From an optimization exercise on the open Yosys and OpenROAD flow, aimed at small area; shortcuts taken in it are not production practice.
Only simulation tests tie the RTL to the original design; equivalence was not proved.

==> harbor: inputs <==
Design riscv_core, start of the top module:
module riscv_core(
    input               sys_clk     ,
    input               sys_rst_n   ,
    output  reg         led_test    ,
    output              iram_cs     ,
    output  [11:0]      iram_addr   ,
    input   [31:0]      iram_rdata  ,
    output              dram_cs     ,
    output  [3:0]       dram_we     ,
    output  [11:0]      dram_addr   ,
    output  [31:0]      dram_wdata  ,
    input   [31:0]      dram_rdata
);
==> flow/config.mk <==
export PLATFORM = sky130hd
export DESIGN_NAME = riscv_core
export DESIGN_NICKNAME = riscv_core
export VERILOG_FILES = /design/flow/design.v
export SDC_FILE = /design/flow/constraint.sdc
export NUM_CORES = 4
export LEC_CHECK = 0
export CAP_MARGIN = 20
export CELL_PAD_IN_SITES_DETAIL_PLACEMENT = 1
export CELL_PAD_IN_SITES_GLOBAL_PLACEMENT = 1
export CORE_MARGIN = 2
export CORE_UTILIZATION = 45
export CTS_BUF_LIST = sky130_fd_sc_hd__clkbuf_16
export CTS_CLUSTER_DIAMETER = 100
export CTS_CLUSTER_SIZE = 24
export GPL_ROUTABILITY_DRIVEN = 1
export PLACE_DENSITY = 0.55
export SLEW_MARGIN = 20
export SYNTH_HIERARCHICAL = 1
==> flow/constraint.sdc <==
create_clock -name core_clock -period 10.0 [get_ports {sys_clk}]
set_input_delay 2.0000 -clock core_clock [delete_from_list [all_inputs] [get_ports {sys_clk}]]
set_output_delay 2.0000 -clock core_clock [all_outputs]
set_load 0.01 [all_outputs]
standard.sh (not shown) runs the stock make flow with config.mk's settings and CLKGATE_MAP_FILE= SYNTH_SCRIPT=/design/flow/synth_recipe.tcl, a recipe that flattens the netlist after the stock synthesis.
==> flow/flow/run.sh <==
#!/bin/bash
# The standard layout (the standard.sh: standard synthesis, floorplan, power grid, tap cells,
# placement, clock tree, routing), with two changes:
#  - the input and output port buffers are buf_1 cells instead of clkdlybuf4s50_1;
#  - clock tree synthesis inserts no dummy loads.
# CTS_ARGS replaces the clock tree arguments, so it repeats config.mk's clustering and buffer.
set -euo pipefail
bash standard.sh \
  "BUFFER_PORTS_ARGS=-buffer_cell sky130_fd_sc_hd__buf_1" \
  "CTS_ARGS=-sink_clustering_enable -repair_clock_nets -dont_use_dummy_load -sink_clustering_size 24 -sink_clustering_max_diameter 100 -buf_list sky130_fd_sc_hd__clkbuf_16" \
  finish > flow_make.log 2>&1
==> maple: changes against harbor <==
--- a/flow/design.v
+++ b/flow/design.v
@@ -7,12 +7,14 @@
 module hm_xnor2(input a, input b, output y); assign y = ~(a ^ b); endmodule
 module hm_a22o(input a1, input a2, input b1, input b2, output y); assign y = (a1 & a2) | (b1 & b2); endmodule
 module hm_ao222(input a1, input a2, input b1, input b2, input c1, input c2, output y); assign y = (a1 & a2) | (b1 & b2) | (c1 & c2); endmodule
 module hm_mux2i(input a0, input a1, input s, output y); assign y = ~(s ? a1 : a0); endmodule
 module hm_mux4(input a0, input a1, input a2, input a3, input s0, input s1, output y); assign y = s1 ? (s0 ? a3 : a2) : (s0 ? a1 : a0); endmodule
 module hm_ha(input a, input b, output s, output co); assign {co, s} = a + b; endmodule
+module hm_and3(input a, input b, input c, output y); assign y = a & b & c; endmodule
+module hm_a21o(input a1, input a2, input b1, output y); assign y = (a1 & a2) | b1; endmodule
 module fa1(input a, input b, input ci, output s, output co);
 assign {co, s} = a + b + ci;
 endmodule
 module add_rc #(parameter W = 32) (input [W-1:0] a, input [W-1:0] b, input ci, output [W-1:0] s, output co);
 wire [W:0] c;
 assign c[0] = ci;
@@ -46,12 +48,51 @@
         hm_a22o u(.a1(s1[i]), .a2(c[k]), .b1(s0[i]), .b2(cn), .y(s[LO+i]));
     end
     hm_a22o uc(.a1(c1), .a2(c[k]), .b1(c0), .b2(cn), .y(c[k+1]));
 end endgenerate
 assign co = c[NB];
 endmodule
+module add_pg32(
+    input   [31:0]  a   ,
+    input   [31:0]  b   ,
+    input           ci  ,
+    output  [31:0]  s   ,
+    output          co  ,
+    output  [31:0]  p   ,
+    output  [31:0]  g
+);
+genvar i;
+generate for (i = 0; i < 32; i = i + 1) begin : pg
+    hm_xor2 up(.a(a[i]), .b(b[i]), .y(p[i]));
+    hm_and2 ug(.a(a[i]), .b(b[i]), .y(g[i]));
+end endgenerate
+wire [16:0] c;
+assign c[0] = ci;
+generate for (i = 0; i < 16; i = i + 1) begin : lo
+    hm_a21o uc(.a1(p[i]), .a2(c[i]), .b1(g[i]), .y(c[i+1]));
+    hm_xor2 us(.a(p[i]), .b(c[i]), .y(s[i]));
+end endgenerate
+wire [32:16] c0, c1;
+wire [31:16] s0, s1;
+assign c0[17] = g[16];
+assign s0[16] = p[16];
+hm_or2  uc1(.a(a[16]), .b(b[16]), .y(c1[17]));
+hm_xnor2 us1(.a(a[16]), .b(b[16]), .y(s1[16]));
+generate for (i = 17; i < 32; i = i + 1) begin : hi
+    hm_a21o uc0(.a1(p[i]), .a2(c0[i]), .b1(g[i]), .y(c0[i+1]));
+    hm_a21o uc1(.a1(p[i]), .a2(c1[i]), .b1(g[i]), .y(c1[i+1]));
+    hm_xor2 us0(.a(p[i]), .b(c0[i]), .y(s0[i]));
+    hm_xor2 us1(.a(p[i]), .b(c1[i]), .y(s1[i]));
+end endgenerate
+wire cn;
+hm_inv ui(.a(c[16]), .y(cn));
+generate for (i = 16; i < 32; i = i + 1) begin : m
+    hm_a22o u(.a1(s1[i]), .a2(c[16]), .b1(s0[i]), .b2(cn), .y(s[i]));
+end endgenerate
+hm_a22o uco(.a1(c1[32]), .a2(c[16]), .b1(c0[32]), .b2(cn), .y(co));
+endmodule
 module alu_lt(input a31, input b31, input co, input slt_s, output y);
 wire ltu = !co;
 assign y = (slt_s && (a31 ^ b31)) ? a31 : ltu;
 endmodule
 module alu_core(
     input   [31:0]  A       ,
@@ -68,15 +109,14 @@
 );
 wire [31:0] bx, sum, x, g;
 wire        co, ltv;
 genvar i;
 generate for (i = 0; i < 32; i = i + 1) begin : p
     hm_xor2 ux(.a(B[i]), .b(sub), .y(bx[i]));
-    hm_ha   uh(.a(A[i]), .b(B[i]), .s(x[i]), .co(g[i]));
 end endgenerate
-add_cs #(.W(32), .L(10), .M(11)) u_add(.a(A), .b(bx), .ci(sub), .s(sum), .co(co));
+add_pg32 u_add(.a(A), .b(bx), .ci(sub), .s(sum), .co(co), .p(x), .g(g));
 alu_lt u_lt(.a31(A[31]), .b31(B[31]), .co(co), .slt_s(slt_s), .y(ltv));
 wire [31:0] v0, v1, v2, v3, v4, v5;
 generate for (i = 0; i < 32; i = i + 1) begin : rv
     hm_mux2i u(.a0(A[i]), .a1(A[31-i]), .s(e_shl), .y(v0[i]));      
 end endgenerate
 wire ns1, ns3;
@@ -206,18 +246,38 @@
 hm_nand4 u0(.a(n[0]), .b(n[1]), .c(n[2]), .d(n[3]), .y(p0));
 hm_nand4 u1(.a(n[4]), .b(n[5]), .c(n[6]), .d(n[7]), .y(p1));
 hm_nand3 u2(.a(n[8]), .b(n[9]), .c(n[10]), .y(p2));
 hm_or3   u3(.a(p0), .b(p1), .c(p2), .y(y));
 endmodule
 module rf_dec(input [4:0] ra, input [31:0] valid, input fwd, output [32:0] s);
+wire [3:0] l;
+wire [7:0] h;
+rf_pre2 ul(.we(!fwd), .a(ra[1:0]), .l(l));
+rf_pre3 uh(.a(ra[4:2]), .h(h));
 genvar i;
 generate for (i = 0; i < 32; i = i + 1) begin : g
-    assign s[i] = !fwd && valid[i] && ra == i;
+    hm_and3 u(.a(l[i % 4]), .b(h[i / 4]), .c(valid[i]), .y(s[i]));
 end endgenerate
 assign s[32] = fwd;
 endmodule
+module rf_wdec(input we, input [4:0] wa, output [31:0] en);
+wire [3:0] l;
+wire [7:0] h;
+rf_pre2 ul(.we(we), .a(wa[1:0]), .l(l));
+rf_pre3 uh(.a(wa[4:2]), .h(h));
+genvar i;
+generate for (i = 0; i < 32; i = i + 1) begin : g
+    hm_and2 u(.a(l[i % 4]), .b(h[i / 4]), .y(en[i]));
+end endgenerate
+endmodule
+module rf_pre2(input we, input [1:0] a, output [3:0] l);
+assign l = we ? (4'b0001 << a) : 4'b0000;
+endmodule
+module rf_pre3(input [2:0] a, output [7:0] h);
+assign h = 8'b00000001 << a;
+endmodule
 module pcu(input [31:0] pc, output [31:0] pc4, output [31:0] pcm4);
 wire [29:0] x = pc[31:2];
 wire [30:0] c;
 hm_inv ui(.a(x[0]), .y(pc4[2]));
 assign c[1] = x[0];
 genvar j;
@@ -384,13 +444,14 @@
 wire [31:0] imm_d, base, pcd, pc4;
 pcu u_pcu(.pc(pc), .pc4(pc4), .pcm4(pcd));
 immgen u_immgen(.ins(ins), .s_pc(!zflag && !op_lui && !op_jalr), .s_jr(op_jalr),
     .pcd(pcd), .rs1d(rs1d), .imm(imm_d), .base(base));
 wire [31:0] alu_imm;
 wire        alu_imm_co;
-add_cs #(.W(32), .L(10), .M(11)) u_imm_add(.a(base), .b(imm_d), .ci(1'b0), .s(alu_imm), .co(alu_imm_co));
+wire [31:0] imm_p, imm_g;
+add_pg32 u_imm_add(.a(base), .b(imm_d), .ci(1'b0), .s(alu_imm), .co(alu_imm_co), .p(imm_p), .g(imm_g));
 wire [31:0] m2r;
 wire        reg_wr_5 = m2r_5 | memrd_5;
 wire        we = wr_imm | reg_wr_5;
 wire [4:0]  wa = wr_imm ? rd : rd5;
 wire [31:0] wd;
 wire        wd_pc  = op_jal;
@@ -401,38 +462,47 @@
     hm_ao222 u(.a1(pc[gw]), .a2(wd_pc), .b1(alu_imm[gw]), .b2(wd_imm), .c1(m2r[gw]), .c2(wd_m2r), .y(wd[gw]));
 end endgenerate
 wire        wb_hit = reg_wr_5 && rd5 != 5'd0;
 wire        fwd1 = wb_hit && rd5 == rs1;
 wire        fwd2 = wb_hit && rd5 != rs1 && rd5 == rs2;
 assign iram_cs   = !taken;
+wire [31:0] pc_next;
+genvar gp;
+generate for (gp = 0; gp < 32; gp = gp + 1) begin : pcm
+    hm_a22o u(.a1(alu_imm[gp]), .a2(taken), .b1(pc4[gp]), .b2(iram_cs), .y(pc_next[gp]));
+end endgenerate
 assign iram_addr = pc[13:2];
 always @(posedge sys_clk or negedge sys_rst_n) begin
     if (!sys_rst_n) begin
         pc       <= 32'd0;
         zflag    <= 1'b1;
         led_test <= 1'b1;
     end else begin
-        pc       <= taken ? alu_imm : pc4;
+        pc       <= pc_next;
         zflag    <= taken;
         if (pc == 32'h1000)
             led_test <= !led_test;
     end
 end
-always @(posedge sys_clk) begin
-    if (bwe)
-        bank[bwa] <= bwd;
-end
+wire [31:0] bwen;
+rf_wdec u_wdec(.we(bwe), .wa(bwa), .en(bwen));
+genvar gk;
+generate for (gk = 0; gk < 32; gk = gk + 1) begin : bk
+    always @(posedge sys_clk) begin
+        if (bwen[gk])
+            bank[gk] <= bwd;
+    end
+end endgenerate
 always @(posedge sys_clk or negedge sys_rst_n) begin
     if (!sys_rst_n) begin
         valid  <= 32'd0;
         bwe    <= 1'b0;
         fwd1_r <= 1'b0;
         fwd2_r <= 1'b0;
     end else begin
-        if (bwe)
-            valid[bwa] <= 1'b1;
+        valid  <= valid | bwen;
         bwe    <= we;
         fwd1_r <= fwd1;
         fwd2_r <= fwd2;
     end
 end
 always @(posedge sys_clk) begin
CORE_UTILIZATION = 50   (was 45)
PLACE_DENSITY = 0.6   (was 0.55)
==> yarrow: changes against harbor <==
--- a/flow/design.v
+++ b/flow/design.v
@@ -7,12 +7,14 @@
 module hm_xnor2(input a, input b, output y); assign y = ~(a ^ b); endmodule
 module hm_a22o(input a1, input a2, input b1, input b2, output y); assign y = (a1 & a2) | (b1 & b2); endmodule
 module hm_ao222(input a1, input a2, input b1, input b2, input c1, input c2, output y); assign y = (a1 & a2) | (b1 & b2) | (c1 & c2); endmodule
 module hm_mux2i(input a0, input a1, input s, output y); assign y = ~(s ? a1 : a0); endmodule
 module hm_mux4(input a0, input a1, input a2, input a3, input s0, input s1, output y); assign y = s1 ? (s0 ? a3 : a2) : (s0 ? a1 : a0); endmodule
 module hm_ha(input a, input b, output s, output co); assign {co, s} = a + b; endmodule
+module hm_and3(input a, input b, input c, output y); assign y = a & b & c; endmodule
+module hm_a21o(input a1, input a2, input b1, output y); assign y = (a1 & a2) | b1; endmodule
 module fa1(input a, input b, input ci, output s, output co);
 assign {co, s} = a + b + ci;
 endmodule
 module add_rc #(parameter W = 32) (input [W-1:0] a, input [W-1:0] b, input ci, output [W-1:0] s, output co);
 wire [W:0] c;
 assign c[0] = ci;
@@ -46,12 +48,51 @@
         hm_a22o u(.a1(s1[i]), .a2(c[k]), .b1(s0[i]), .b2(cn), .y(s[LO+i]));
     end
     hm_a22o uc(.a1(c1), .a2(c[k]), .b1(c0), .b2(cn), .y(c[k+1]));
 end endgenerate
 assign co = c[NB];
 endmodule
+module add_pg32(
+    input   [31:0]  a   ,
+    input   [31:0]  b   ,
+    input           ci  ,
+    output  [31:0]  s   ,
+    output          co  ,
+    output  [31:0]  p   ,
+    output  [31:0]  g
+);
+genvar i;
+generate for (i = 0; i < 32; i = i + 1) begin : pg
+    hm_xor2 up(.a(a[i]), .b(b[i]), .y(p[i]));
+    hm_and2 ug(.a(a[i]), .b(b[i]), .y(g[i]));
+end endgenerate
+wire [16:0] c;
+assign c[0] = ci;
+generate for (i = 0; i < 16; i = i + 1) begin : lo
+    hm_a21o uc(.a1(p[i]), .a2(c[i]), .b1(g[i]), .y(c[i+1]));
+    hm_xor2 us(.a(p[i]), .b(c[i]), .y(s[i]));
+end endgenerate
+wire [32:16] c0, c1;
+wire [31:16] s0, s1;
+assign c0[17] = g[16];
+assign s0[16] = p[16];
+hm_or2  uc1(.a(a[16]), .b(b[16]), .y(c1[17]));
+hm_xnor2 us1(.a(a[16]), .b(b[16]), .y(s1[16]));
+generate for (i = 17; i < 32; i = i + 1) begin : hi
+    hm_a21o uc0(.a1(p[i]), .a2(c0[i]), .b1(g[i]), .y(c0[i+1]));
+    hm_a21o uc1(.a1(p[i]), .a2(c1[i]), .b1(g[i]), .y(c1[i+1]));
+    hm_xor2 us0(.a(p[i]), .b(c0[i]), .y(s0[i]));
+    hm_xor2 us1(.a(p[i]), .b(c1[i]), .y(s1[i]));
+end endgenerate
+wire cn;
+hm_inv ui(.a(c[16]), .y(cn));
+generate for (i = 16; i < 32; i = i + 1) begin : m
+    hm_a22o u(.a1(s1[i]), .a2(c[16]), .b1(s0[i]), .b2(cn), .y(s[i]));
+end endgenerate
+hm_a22o uco(.a1(c1[32]), .a2(c[16]), .b1(c0[32]), .b2(cn), .y(co));
+endmodule
 module alu_lt(input a31, input b31, input co, input slt_s, output y);
 wire ltu = !co;
 assign y = (slt_s && (a31 ^ b31)) ? a31 : ltu;
 endmodule
 module alu_core(
     input   [31:0]  A       ,
@@ -68,15 +109,14 @@
 );
 wire [31:0] bx, sum, x, g;
 wire        co, ltv;
 genvar i;
 generate for (i = 0; i < 32; i = i + 1) begin : p
     hm_xor2 ux(.a(B[i]), .b(sub), .y(bx[i]));
-    hm_ha   uh(.a(A[i]), .b(B[i]), .s(x[i]), .co(g[i]));
 end endgenerate
-add_cs #(.W(32), .L(10), .M(11)) u_add(.a(A), .b(bx), .ci(sub), .s(sum), .co(co));
+add_pg32 u_add(.a(A), .b(bx), .ci(sub), .s(sum), .co(co), .p(x), .g(g));
 alu_lt u_lt(.a31(A[31]), .b31(B[31]), .co(co), .slt_s(slt_s), .y(ltv));
 wire [31:0] v0, v1, v2, v3, v4, v5;
 generate for (i = 0; i < 32; i = i + 1) begin : rv
     hm_mux2i u(.a0(A[i]), .a1(A[31-i]), .s(e_shl), .y(v0[i]));      
 end endgenerate
 wire ns1, ns3;
@@ -206,18 +246,38 @@
 hm_nand4 u0(.a(n[0]), .b(n[1]), .c(n[2]), .d(n[3]), .y(p0));
 hm_nand4 u1(.a(n[4]), .b(n[5]), .c(n[6]), .d(n[7]), .y(p1));
 hm_nand3 u2(.a(n[8]), .b(n[9]), .c(n[10]), .y(p2));
 hm_or3   u3(.a(p0), .b(p1), .c(p2), .y(y));
 endmodule
 module rf_dec(input [4:0] ra, input [31:0] valid, input fwd, output [32:0] s);
+wire [3:0] l;
+wire [7:0] h;
+rf_pre2 ul(.we(!fwd), .a(ra[1:0]), .l(l));
+rf_pre3 uh(.a(ra[4:2]), .h(h));
 genvar i;
 generate for (i = 0; i < 32; i = i + 1) begin : g
-    assign s[i] = !fwd && valid[i] && ra == i;
+    hm_and3 u(.a(l[i % 4]), .b(h[i / 4]), .c(valid[i]), .y(s[i]));
 end endgenerate
 assign s[32] = fwd;
 endmodule
+module rf_wdec(input we, input [4:0] wa, output [31:0] en);
+wire [3:0] l;
+wire [7:0] h;
+rf_pre2 ul(.we(we), .a(wa[1:0]), .l(l));
+rf_pre3 uh(.a(wa[4:2]), .h(h));
+genvar i;
+generate for (i = 0; i < 32; i = i + 1) begin : g
+    hm_and2 u(.a(l[i % 4]), .b(h[i / 4]), .y(en[i]));
+end endgenerate
+endmodule
+module rf_pre2(input we, input [1:0] a, output [3:0] l);
+assign l = we ? (4'b0001 << a) : 4'b0000;
+endmodule
+module rf_pre3(input [2:0] a, output [7:0] h);
+assign h = 8'b00000001 << a;
+endmodule
 module pcu(input [31:0] pc, output [31:0] pc4, output [31:0] pcm4);
 wire [29:0] x = pc[31:2];
 wire [30:0] c;
 hm_inv ui(.a(x[0]), .y(pc4[2]));
 assign c[1] = x[0];
 genvar j;
@@ -384,13 +444,14 @@
 wire [31:0] imm_d, base, pcd, pc4;
 pcu u_pcu(.pc(pc), .pc4(pc4), .pcm4(pcd));
 immgen u_immgen(.ins(ins), .s_pc(!zflag && !op_lui && !op_jalr), .s_jr(op_jalr),
     .pcd(pcd), .rs1d(rs1d), .imm(imm_d), .base(base));
 wire [31:0] alu_imm;
 wire        alu_imm_co;
-add_cs #(.W(32), .L(10), .M(11)) u_imm_add(.a(base), .b(imm_d), .ci(1'b0), .s(alu_imm), .co(alu_imm_co));
+wire [31:0] imm_p, imm_g;
+add_pg32 u_imm_add(.a(base), .b(imm_d), .ci(1'b0), .s(alu_imm), .co(alu_imm_co), .p(imm_p), .g(imm_g));
 wire [31:0] m2r;
 wire        reg_wr_5 = m2r_5 | memrd_5;
 wire        we = wr_imm | reg_wr_5;
 wire [4:0]  wa = wr_imm ? rd : rd5;
 wire [31:0] wd;
 wire        wd_pc  = op_jal;
@@ -401,38 +462,47 @@
     hm_ao222 u(.a1(pc[gw]), .a2(wd_pc), .b1(alu_imm[gw]), .b2(wd_imm), .c1(m2r[gw]), .c2(wd_m2r), .y(wd[gw]));
 end endgenerate
 wire        wb_hit = reg_wr_5 && rd5 != 5'd0;
 wire        fwd1 = wb_hit && rd5 == rs1;
 wire        fwd2 = wb_hit && rd5 != rs1 && rd5 == rs2;
 assign iram_cs   = !taken;
+wire [31:0] pc_next;
+genvar gp;
+generate for (gp = 0; gp < 32; gp = gp + 1) begin : pcm
+    hm_a22o u(.a1(alu_imm[gp]), .a2(taken), .b1(pc4[gp]), .b2(iram_cs), .y(pc_next[gp]));
+end endgenerate
 assign iram_addr = pc[13:2];
 always @(posedge sys_clk or negedge sys_rst_n) begin
     if (!sys_rst_n) begin
         pc       <= 32'd0;
         zflag    <= 1'b1;
         led_test <= 1'b1;
     end else begin
-        pc       <= taken ? alu_imm : pc4;
+        pc       <= pc_next;
         zflag    <= taken;
         if (pc == 32'h1000)
             led_test <= !led_test;
     end
 end
-always @(posedge sys_clk) begin
-    if (bwe)
-        bank[bwa] <= bwd;
-end
+wire [31:0] bwen;
+rf_wdec u_wdec(.we(bwe), .wa(bwa), .en(bwen));
+genvar gk;
+generate for (gk = 0; gk < 32; gk = gk + 1) begin : bk
+    always @(posedge sys_clk) begin
+        if (bwen[gk])
+            bank[gk] <= bwd;
+    end
+end endgenerate
 always @(posedge sys_clk or negedge sys_rst_n) begin
     if (!sys_rst_n) begin
         valid  <= 32'd0;
         bwe    <= 1'b0;
         fwd1_r <= 1'b0;
         fwd2_r <= 1'b0;
     end else begin
-        if (bwe)
-            valid[bwa] <= 1'b1;
+        valid  <= valid | bwen;
         bwe    <= we;
         fwd1_r <= fwd1;
         fwd2_r <= fwd2;
     end
 end
 always @(posedge sys_clk) begin
==> delta: changes against harbor <==
--- a/flow/design.v
+++ b/flow/design.v
@@ -389,20 +389,13 @@
 wire        alu_imm_co;
 add_cs #(.W(32), .L(10), .M(11)) u_imm_add(.a(base), .b(imm_d), .ci(1'b0), .s(alu_imm), .co(alu_imm_co));
 wire [31:0] m2r;
 wire        reg_wr_5 = m2r_5 | memrd_5;
 wire        we = wr_imm | reg_wr_5;
 wire [4:0]  wa = wr_imm ? rd : rd5;
-wire [31:0] wd;
-wire        wd_pc  = op_jal;
-wire        wd_imm = wr_imm & !op_jal;
-wire        wd_m2r = !wr_imm;
-genvar gw;
-generate for (gw = 0; gw < 32; gw = gw + 1) begin : wdm
-    hm_ao222 u(.a1(pc[gw]), .a2(wd_pc), .b1(alu_imm[gw]), .b2(wd_imm), .c1(m2r[gw]), .c2(wd_m2r), .y(wd[gw]));
-end endgenerate
+wire [31:0] wd = op_jal ? pc : wr_imm ? alu_imm : m2r;
 wire        wb_hit = reg_wr_5 && rd5 != 5'd0;
 wire        fwd1 = wb_hit && rd5 == rs1;
 wire        fwd2 = wb_hit && rd5 != rs1 && rd5 == rs2;
 assign iram_cs   = !taken;
 assign iram_addr = pc[13:2];
 always @(posedge sys_clk or negedge sys_rst_n) begin
==> flow/run.sh (new file) <==
#!/bin/bash
# synth_recipe.tcl (not shown) runs the flow's synth.tcl, then flattens the netlist and writes it again
# the make line also repeats each setting of config.mk as NAME=value (left out here)
make -C /OpenROAD-flow-scripts/flow DESIGN_CONFIG=/design/flow/config.mk WORK_HOME=/design/flow/orfs CLKGATE_MAP_FILE= SYNTH_SCRIPT=/design/flow/synth_recipe.tcl finish
CTS_CLUSTER_DIAMETER = 60   (was 100)
CTS_CLUSTER_SIZE = 20   (was 24)
removed: flow/flow/run.sh
removed: flow/standard.sh
==> out/metrics.cfg <==
[worst_setup_path]
r2r_cells = 33
critPathTopFamily = simple AND/OR/NAND/NOR gates
reg2reg_to = alu4[0]

[outcome]
status = no timing/DRC/antenna violations

[timing]
fin_crit_sh = 0.964
maxSlewHeadroom = 0.163

(the above is from maple)
==> out/metrics.cfg <==
[outcome]
status = no timing/DRC/antenna violations

[worst_setup_path]
reg2reg_to = alu4[0]
critPathTopFamily = simple AND/OR/NAND/NOR gates

[timing]
finalHoldViolations = 0

[clocking]
clk_latency_ps = 800
numCtsBuffers = 118

[pwr]
power.total_mw = 13.4
power_switching_mw = 4.13

[final_layout]
fin_util = 0.524
stdcell_count = 6470

(the above is from delta)
==> out/metrics.cfg <==
[worst_setup_path]
reg2reg_to = alu4[26]
critPathTopFamily = adder cells
r2r_cells = 25
cp_num_cells = 25

[die]
start_util = 0.452
fp.dieH_um = 369

[final_layout]
synthToLayoutAreaGrowth_pct = 10.1
multi_input_gates = 2561

[timing]
setup_viol = 0
fin_crit_sh = 0.953
setup-tns-final_ps = 0
maxSlewHeadroom = 0.259

[outcome]
status = no timing/DRC/antenna violations

(the above is from harbor)
==> out/metrics.cfg <==
[worst_setup_path]
reg2reg_to = alu4[0]
r2r_cells = 31

[timing]
maxSlewHeadroom = 0.234
fin_crit_sh = 0.921

[outcome]
status = no timing/DRC/antenna violations

[pwr]
comb-power_mw = 2.21

(the above is from yarrow)

[static timing again, ports no longer ideal]
Ports are ideal in the flow. The routed layouts listed here were re-timed in OpenROAD.
Step 1 assumes that a clkbuf_16 drives the clock port and a buf_2 every other input.
Step 2 moves the port delays by t, midway between the first and last clock arrival at a register: inputs arrive t later, outputs are due t later. That takes back most of the time a late clock gives input paths.
a / b / c = ideal / step 1 / step 2; a / b = the first two.
| run | t, ns | setup WS [ns] | worst hold slack (ns) | worst setup path after step 2 | worst register clock-pin slew, ns |
|---|---|---|---|---|---|
| harbor | 0.770 | 0.467 / 0.467 / 0.312 | 0.364 / 0.364 / 0.364 | input to register | 0.11 / 0.11 |
| maple | 0.740 | 0.361 / 0.279 / 1.003 | 0.363 / 0.363 / 0.363 | register to register | 0.11 / 0.11 |
| yarrow | 0.762 | 0.787 / 0.706 / 1.124 | 0.356 / 0.356 / 0.356 | register to register | 0.11 / 0.11 |
| delta | 0.849 | 0.435 / 0.348 / 0.233 | 0.356 / 0.356 / 0.356 | input to register | 0.08 / 0.08 |
After both steps every run listed still meets setup and hold. For delta, which loses most, drivers alone change the setup slack by -0.087 ns; drivers and shift together by -0.202 ns.
